From an optimization exercise on the open Yosys and OpenROAD flow, aimed at small area, a short achievable clock period and few clock cycles; shortcuts taken in it are not production practice.
Where RTL was checked, it was by simulation tests only, not by an equivalence proof against the original.

==> inputs of wip/raven <==
==> flow/design.v (excerpt) <==
module conv(
    input rst,
    input clk,
    output M0_R_req,
    output [31:0] M0_addr,
    input [31:0] M0_R_data,
    output [3:0] M0_W_req,
    output [31:0] M0_W_data,
    output M1_R_req,
    output [31:0] M1_addr,
    input [31:0] M1_R_data,
    output [3:0] M1_W_req,
    output [31:0] M1_W_data,
    input start,
    output finish
);
    localparam ST_IDLE = 2'd0, ST_W = 2'd1, ST_P = 2'd2, ST_END = 2'd3;
    reg  [1:0]  st;
    reg         rreq;
    reg  [9:0]  ra;           
    reg  [3:0]  wk;           
    reg  [1:0]  ph;           
    reg  [4:0]  col;          
    reg         t1_w, t1_pz, t1_wf;
    reg         t2_pz, t2_wf, t3_pz, t3_wf, t4_wf;
    reg         wreq;
    reg  [9:0]  wa;           
    reg         fin;
    reg  [31:0] wdata;
    assign M0_R_req  = rreq;
    assign M0_addr   = {20'd0, ra, 2'b00};
    assign M0_W_req  = 4'd0;
    assign M0_W_data = 32'd0;
    assign M1_R_req  = wreq;
    assign M1_W_req  = {4{wreq}};
    assign M1_addr   = {20'd0, wa, 2'b00};
    assign M1_W_data = wdata;
    assign finish    = fin;
    reg [9:0] wtab;
    always @(*) begin
        case (wk)
            4'd1: wtab = 10'd784;
            4'd2: wtab = 10'd787;
            4'd3: wtab = 10'd791;
            4'd4: wtab = 10'd785;
            4'd5: wtab = 10'd788;
            4'd6: wtab = 10'd792;
            4'd7: wtab = 10'd786;
            default: wtab = 10'd789;
        endcase
    end
    always @(posedge clk) begin
        if (rst) begin
            st    <= ST_IDLE;
            rreq  <= 1'b0;
            t1_w  <= 1'b0;
            t1_wf <= 1'b0;
            t2_wf <= 1'b0;
            t3_wf <= 1'b0;
            t4_wf <= 1'b0;
            wreq  <= 1'b0;
            fin   <= 1'b0;
        end else begin
            case (st)
                ST_IDLE: if (start) begin
                    st   <= ST_W;
                    rreq <= 1'b1;
                    ra   <= 10'd790;
  ...
clock: 12.0 ns
lec_check: 0
cap_margin: 20
core_margin: 2
core_utilization: 40
slew_margin: 20
standard.sh (not shown) runs the stock make flow with config.mk's settings and CLKGATE_MAP_FILE= SYNTH_SCRIPT=/design/flow/synth_recipe.tcl, a recipe that flattens the netlist after the stock synthesis.
==> flow/flow/run.sh <==
#!/bin/bash
# Layout flow: the standard synthesis, then a netlist pass that removes
# the inverters Yosys leaves between full-adder cells (fixpol.py, checked by
# random simulation against the synthesized netlist in nlsim.py), then the
# standard ORFS layout with timing repair asked to leave extra setup slack.
set -euo pipefail
W=$(pwd)
R=$W/orfs/results/$FLOW_PLATFORM/conv/base
MARGIN=${MARGIN:-8}
bash standard.sh synth > synth.log 2>&1
cp "$R/1_2_yosys.v" "$W/synth_standard.v"
python3 flow/fixpol.py "$W/synth_standard.v" "$W/synth_fixpol.v" 200 > fixpol.log 2>&1
python3 flow/nlsim.py "$W/synth_standard.v" "$W/synth_fixpol.v" 1024 > nlsim.log 2>&1
cp "$W/synth_fixpol.v" "$R/1_2_yosys.v"
rm -f "$R/1_synth.odb"
export SETUP_SLACK_MARGIN=$MARGIN
bash standard.sh > layout.log 2>&1
Other scripts of this flow, unchanged in this note and not shown: flow/flow/fixpol.py, flow/flow/nlsim.py
==> inputs of wip/lagoon, as changes to wip/raven <==
--- a/flow/design.v
+++ b/flow/design.v
@@ -18,14 +18,20 @@
     reg  [1:0]  st;
     reg         rreq;
     reg  [9:0]  ra;           
     reg  [3:0]  wk;           
     reg  [1:0]  ph;           
     reg  [4:0]  col;          
-    reg         t1_w, t1_pz, t1_wf;
-    reg         t2_pz, t2_wf, t3_pz, t3_wf, t4_wf;
+    reg  [3:0]  p9;           
+    reg         t1_w;
+    reg  [2:0]  sq0;          
+    reg  [3:0]  sq1;
+    reg  [4:0]  sq2;
+    reg  [3:0]  fq0;          
+    reg  [4:0]  fq1;
+    reg  [5:0]  fq2;
     reg         wreq;
     reg  [9:0]  wa;           
     reg         fin;
     reg  [31:0] wdata;
     assign M0_R_req  = rreq;
     assign M0_addr   = {20'd0, ra, 2'b00};
@@ -36,53 +42,56 @@
     assign M1_addr   = {20'd0, wa, 2'b00};
     assign M1_W_data = wdata;
     assign finish    = fin;
     reg [9:0] wtab;
     always @(*) begin
         case (wk)
-            4'd1: wtab = 10'd784;
-            4'd2: wtab = 10'd787;
-            4'd3: wtab = 10'd791;
-            4'd4: wtab = 10'd785;
-            4'd5: wtab = 10'd788;
-            4'd6: wtab = 10'd792;
-            4'd7: wtab = 10'd786;
-            default: wtab = 10'd789;
+            4'd1: wtab = 10'd787;
+            4'd2: wtab = 10'd790;
+            4'd3: wtab = 10'd785;
+            4'd4: wtab = 10'd788;
+            4'd5: wtab = 10'd791;
+            4'd6: wtab = 10'd786;
+            4'd7: wtab = 10'd789;
+            default: wtab = 10'd792;
         endcase
     end
+    wire pix = (st == ST_P);
+    wire wf  = pix && (ph == 2'd2) && (col >= 5'd2);
     always @(posedge clk) begin
         if (rst) begin
-            st    <= ST_IDLE;
-            rreq  <= 1'b0;
-            t1_w  <= 1'b0;
-            t1_wf <= 1'b0;
-            t2_wf <= 1'b0;
-            t3_wf <= 1'b0;
-            t4_wf <= 1'b0;
-            wreq  <= 1'b0;
-            fin   <= 1'b0;
+            st   <= ST_IDLE;
+            rreq <= 1'b0;
+            t1_w <= 1'b0;
+            fq0  <= 4'd0;
+            fq1  <= 5'd0;
+            fq2  <= 6'd0;
+            wreq <= 1'b0;
+            fin  <= 1'b0;
         end else begin
             case (st)
                 ST_IDLE: if (start) begin
                     st   <= ST_W;
                     rreq <= 1'b1;
-                    ra   <= 10'd790;
+                    ra   <= 10'd784;
                     wk   <= 4'd1;
                 end
                 ST_W: begin
                     if (wk == 4'd9) begin
                         st  <= ST_P;
                         ra  <= 10'd0;
                         ph  <= 2'd0;
                         col <= 5'd0;
+                        p9  <= 4'd0;
                     end else begin
                         ra <= wtab;
                         wk <= wk + 4'd1;
                     end
                 end
                 ST_P: begin
+                    p9 <= (p9 == 4'd8) ? 4'd0 : p9 + 4'd1;
                     if (ra == 10'd783 && ph == 2'd2) begin
                         st   <= ST_END;
                         rreq <= 1'b0;
                     end else if (ph == 2'd2) begin
                         ra  <= ra - 10'd55;
                         ph  <= 2'd0;
@@ -91,77 +100,86 @@
                         ra <= ra + 10'd28;
                         ph <= ph + 2'd1;
                     end
                 end
                 default: ;
             endcase
-            t1_w  <= (st == ST_W);
-            t1_pz <= (st == ST_P) && (ph == 2'd0);
-            t1_wf <= (st == ST_P) && (ph == 2'd2) && (col >= 5'd2);
-            t2_pz <= t1_pz;
-            t2_wf <= t1_wf;
-            t3_pz <= t2_pz;
-            t3_wf <= t2_wf;
-            t4_wf <= t3_wf;
-            wreq  <= t4_wf;
+            t1_w <= (st == ST_W);
+            fq0  <= {fq0[2:0], wf && (p9 == 4'd8)};
+            fq1  <= {fq1[3:0], wf && (p9 == 4'd2)};
+            fq2  <= {fq2[4:0], wf && (p9 == 4'd5)};
+            wreq <= fq0[3] | fq1[4] | fq2[5];
             if (st == ST_IDLE) wa <= 10'h3ff;
-            else if (t4_wf) wa <= wa + 10'd1;
+            else if (fq0[3] | fq1[4] | fq2[5]) wa <= wa + 10'd1;
             if (wreq && wa == 10'd675) fin <= 1'b1;
         end
     end
+    always @(posedge clk) begin
+        sq0 <= {sq0[1:0], pix && (p9 == 4'd0)};
+        sq1 <= {sq1[2:0], pix && (p9 == 4'd3)};
+        sq2 <= {sq2[3:0], pix && (p9 == 4'd6)};
+    end
+    wire st0 = sq0[2], st1 = sq1[3], st2 = sq2[4];
     wire [32:0] x = {M0_R_data, 1'b0};
-    reg  [15:0] bneg, bone, btwo;
-    reg  [7:0]  lneg, lone, ltwo;
+    reg  [15:0] e0n, e0o, e0t, e1n, e1o, e1t, e2n, e2o, e2t;
+    reg  [7:0]  e3n, e3o, e3t;
     integer k;
     always @(posedge clk) begin
         for (k = 0; k < 16; k = k + 1) begin
-            bneg[k] <= x[2*k+2];
-            bone[k] <= x[2*k+1] ^ x[2*k];
-            btwo[k] <= (x[2*k+2] ^ x[2*k+1]) & ~(x[2*k+1] ^ x[2*k]);
+            e0n[k] <= x[2*k+2];
+            e0o[k] <= x[2*k+1] ^ x[2*k];
+            e0t[k] <= (x[2*k+2] ^ x[2*k+1]) & ~(x[2*k+1] ^ x[2*k]);
         end
-        lneg <= bneg[7:0];
-        lone <= bone[7:0];
-        ltwo <= btwo[7:0];
-    end
-    wire [15:0] hneg = {bneg[15:8], 8'd0}, hone = {bone[15:8], 8'd0}, htwo = {btwo[15:8], 8'd0};
-    wire [15:0] gneg = {8'd0, lneg}, gone = {8'd0, lone}, gtwo = {8'd0, ltwo};
-    reg [31:0] q00, q01, q02, q10, q11, q12, q20, q21, q22;
+        e1n <= e0n; e1o <= e0o; e1t <= e0t;
+        e2n <= e1n; e2o <= e1o; e2t <= e1t;
+        e3n <= e2n[7:0]; e3o <= e2o[7:0]; e3t <= e2t[7:0];
+    end
+    reg [31:0] r0, r1, r2, r3, r4, r5, r6, r7, r8;
     always @(posedge clk) begin
-        q00 <= q01; q01 <= q02; q02 <= t1_w ? q10 : q00;
-        q10 <= q11; q11 <= q12; q12 <= t1_w ? q20 : q10;
-        q20 <= q21; q21 <= q22; q22 <= t1_w ? M0_R_data : q20;
+        r0 <= r1; r1 <= r2; r2 <= r3; r3 <= r4; r4 <= r5;
+        r5 <= r6; r6 <= r7; r7 <= r8; r8 <= t1_w ? M0_R_data : r0;
     end
     reg  [31:0] hs0, hc0, hs1, hc1, hs2, hc2;
     wire [31:0] nhs0, nhc0, nhs1, nhc1, nhs2, nhc2;
-    conv_mac_h h0(.neg(hneg), .one(hone), .two(htwo), .w(q00), .os(nhs0), .oc(nhc0));
-    conv_mac_h h1(.neg(hneg), .one(hone), .two(htwo), .w(q10), .os(nhs1), .oc(nhc1));
-    conv_mac_h h2(.neg(hneg), .one(hone), .two(htwo), .w(q20), .os(nhs2), .oc(nhc2));
+    conv_mac_h h0(.neg({e0n[15:8], 8'd0}), .one({e0o[15:8], 8'd0}), .two({e0t[15:8], 8'd0}),
+        .w(r8), .os(nhs0), .oc(nhc0));
+    conv_mac_h h1(.neg({e1n[15:8], 8'd0}), .one({e1o[15:8], 8'd0}), .two({e1t[15:8], 8'd0}),
+        .w(r4), .os(nhs1), .oc(nhc1));
+    conv_mac_h h2(.neg({e2n[15:8], 8'd0}), .one({e2o[15:8], 8'd0}), .two({e2t[15:8], 8'd0}),
+        .w(r0), .os(nhs2), .oc(nhc2));
     reg  [31:0] s0, c0, s1, c1, s2, c2;
     reg  [3:0]  g0, p0, g1, p1, g2, p2;
     wire [31:0] ns0, nc0, ns1, nc1, ns2, nc2;
     wire [3:0]  ng0, np0, ng1, np1, ng2, np2;
     wire k0 = g0[3] | (p0[3] & g0[2]) | (p0[3] & p0[2] & g0[1]) | (p0[3] & p0[2] & p0[1] & g0[0]);
     wire k1 = g1[3] | (p1[3] & g1[2]) | (p1[3] & p1[2] & g1[1]) | (p1[3] & p1[2] & p1[1] & g1[0]);
     wire k2 = g2[3] | (p2[3] & g2[2]) | (p2[3] & p2[2] & g2[1]) | (p2[3] & p2[2] & p2[1] & g2[0]);
-    conv_mac_l m0(.neg(gneg), .one(gone), .two(gtwo), .w(q02), .x0(hs0), .x1(hc0),
-        .x2(t3_pz ? 32'h00030000 : s0), .x3(t3_pz ? 32'd0 : c0), .ki(t3_pz ? 1'b0 : k0),
+    conv_mac_l m0(.neg({8'd0, e1n[7:0]}), .one({8'd0, e1o[7:0]}), .two({8'd0, e1t[7:0]}),
+        .w(r7), .x0(hs0), .x1(hc0),
+        .x2(st0 ? 32'h00030000 : s0), .x3(st0 ? 32'd0 : c0), .ki(st0 ? 1'b0 : k0),
         .os(ns0), .oc(nc0), .og(ng0), .op(np0));
-    conv_mac_l m1(.neg(gneg), .one(gone), .two(gtwo), .w(q12), .x0(hs1), .x1(hc1),
-        .x2(t3_pz ? s0 : s1), .x3(t3_pz ? c0 : c1), .ki(t3_pz ? k0 : k1),
+    conv_mac_l m1(.neg({8'd0, e2n[7:0]}), .one({8'd0, e2o[7:0]}), .two({8'd0, e2t[7:0]}),
+        .w(r3), .x0(hs1), .x1(hc1),
+        .x2(st1 ? 32'h00030000 : s1), .x3(st1 ? 32'd0 : c1), .ki(st1 ? 1'b0 : k1),
         .os(ns1), .oc(nc1), .og(ng1), .op(np1));
-    conv_mac_l m2(.neg(gneg), .one(gone), .two(gtwo), .w(q22), .x0(hs2), .x1(hc2),
-        .x2(t3_pz ? s1 : s2), .x3(t3_pz ? c1 : c2), .ki(t3_pz ? k1 : k2),
+    conv_mac_l m2(.neg({8'd0, e3n}), .one({8'd0, e3o}), .two({8'd0, e3t}),
+        .w(r8), .x0(hs2), .x1(hc2),
+        .x2(st2 ? 32'h00030000 : s2), .x3(st2 ? 32'd0 : c2), .ki(st2 ? 1'b0 : k2),
         .os(ns2), .oc(nc2), .og(ng2), .op(np2));
+    wire f0 = fq0[3], f1 = fq1[4], f2 = fq2[5];
+    wire [31:0] os = ({32{f0}} & s0) | ({32{f1}} & s1) | ({32{f2}} & s2);
+    wire [31:0] oc = ({32{f0}} & c0) | ({32{f1}} & c1) | ({32{f2}} & c2);
+    wire        ok = (f0 & k0) | (f1 & k1) | (f2 & k2);
     always @(posedge clk) begin
         hs0 <= nhs0; hc0 <= nhc0;
         hs1 <= nhs1; hc1 <= nhc1;
         hs2 <= nhs2; hc2 <= nhc2;
         s0 <= ns0; c0 <= nc0; g0 <= ng0; p0 <= np0;
         s1 <= ns1; c1 <= nc1; g1 <= ng1; p1 <= np1;
         s2 <= ns2; c2 <= nc2; g2 <= ng2; p2 <= np2;
-        wdata <= s2 + c2 + {31'd0, k2};
+        wdata <= os + oc + {31'd0, ok};
     end
 endmodule
 module conv_mac_h(
   input [15:0] neg, input [15:0] one, input [15:0] two,
   input [31:0] w, output [31:0] os, output [31:0] oc);
   wire t1;
CTS_CLUSTER_DIAMETER = 120   (was unset)
CTS_CLUSTER_SIZE = 22   (was unset)
==> results.txt <==
metric	wip/lagoon	wip/raven
Run status	finished clean	finished clean
Latest clock arrival within the worst-skew pair	0.76 ns	0.78 ns
Setup fix buffers added after clock tree synthesis	17	89
Clock slew seen by the registers of the worst setup and hold paths	0.09 ns	0.07 ns
Maximum number of pins on one net before global-route repair	68	70
Ratio of cells with drive above 1 in the final layout	7.784%	13.44%
Number of buffers outside the clock class in the layout	317	353
Filler instances	17597	16781
Final Cell Area	0.08526 mm2	0.08689 mm2
Met1 Use GR	36.08%	36.16%
Maximum fanout count along the critical path	67	34
Final core area utilization	44.41%	46.81%
Worst reg2reg startpoint	fq0[3]	lneg[1]
Die span in y	442.9 um	436.6 um
First-pass GRT wire length	422800 um	403300 um
Testbench counts of wip/raven, summed over its fixed seeds: cycles 70,368.
No functional check of the RTL was part of wip/lagoon.

## afterwards: timing with drivers on the ports
Ports are ideal in the flow. The routed layouts listed here were re-timed in OpenROAD.
Step 1 (the two cells are an assumption about what drives the block):
set clk [get_ports {clk}]
set_driving_cell -lib_cell sky130_fd_sc_hd__clkbuf_16 $clk
set_driving_cell -lib_cell sky130_fd_sc_hd__buf_2 [delete_from_list [all_inputs] $clk]
Step 2, shift: input delay + t, output delay - t, t = (earliest + latest rising clock arrival at the registers) / 2. This alone moves slack from input paths to output paths.
a / b / c = no drivers / after step 1 / after step 2; a / b = the first two.
| run | t (ns) | slack for setup (ns) | worst setup path at the end | worst data-port slew with drivers (ns) |
|---|---|---|---|---|
| wip/raven | 0.836 | 8.037 / 7.981 / 7.666 | input to register | 0.06 |
| wip/lagoon | 0.816 | 7.979 / 7.962 / 7.564 | input to register | 0.05 |
After both steps setup and hold are still met in every run listed. For wip/lagoon, which loses most, drivers alone change the setup slack by -0.017 ns; drivers and shift together by -0.415 ns.
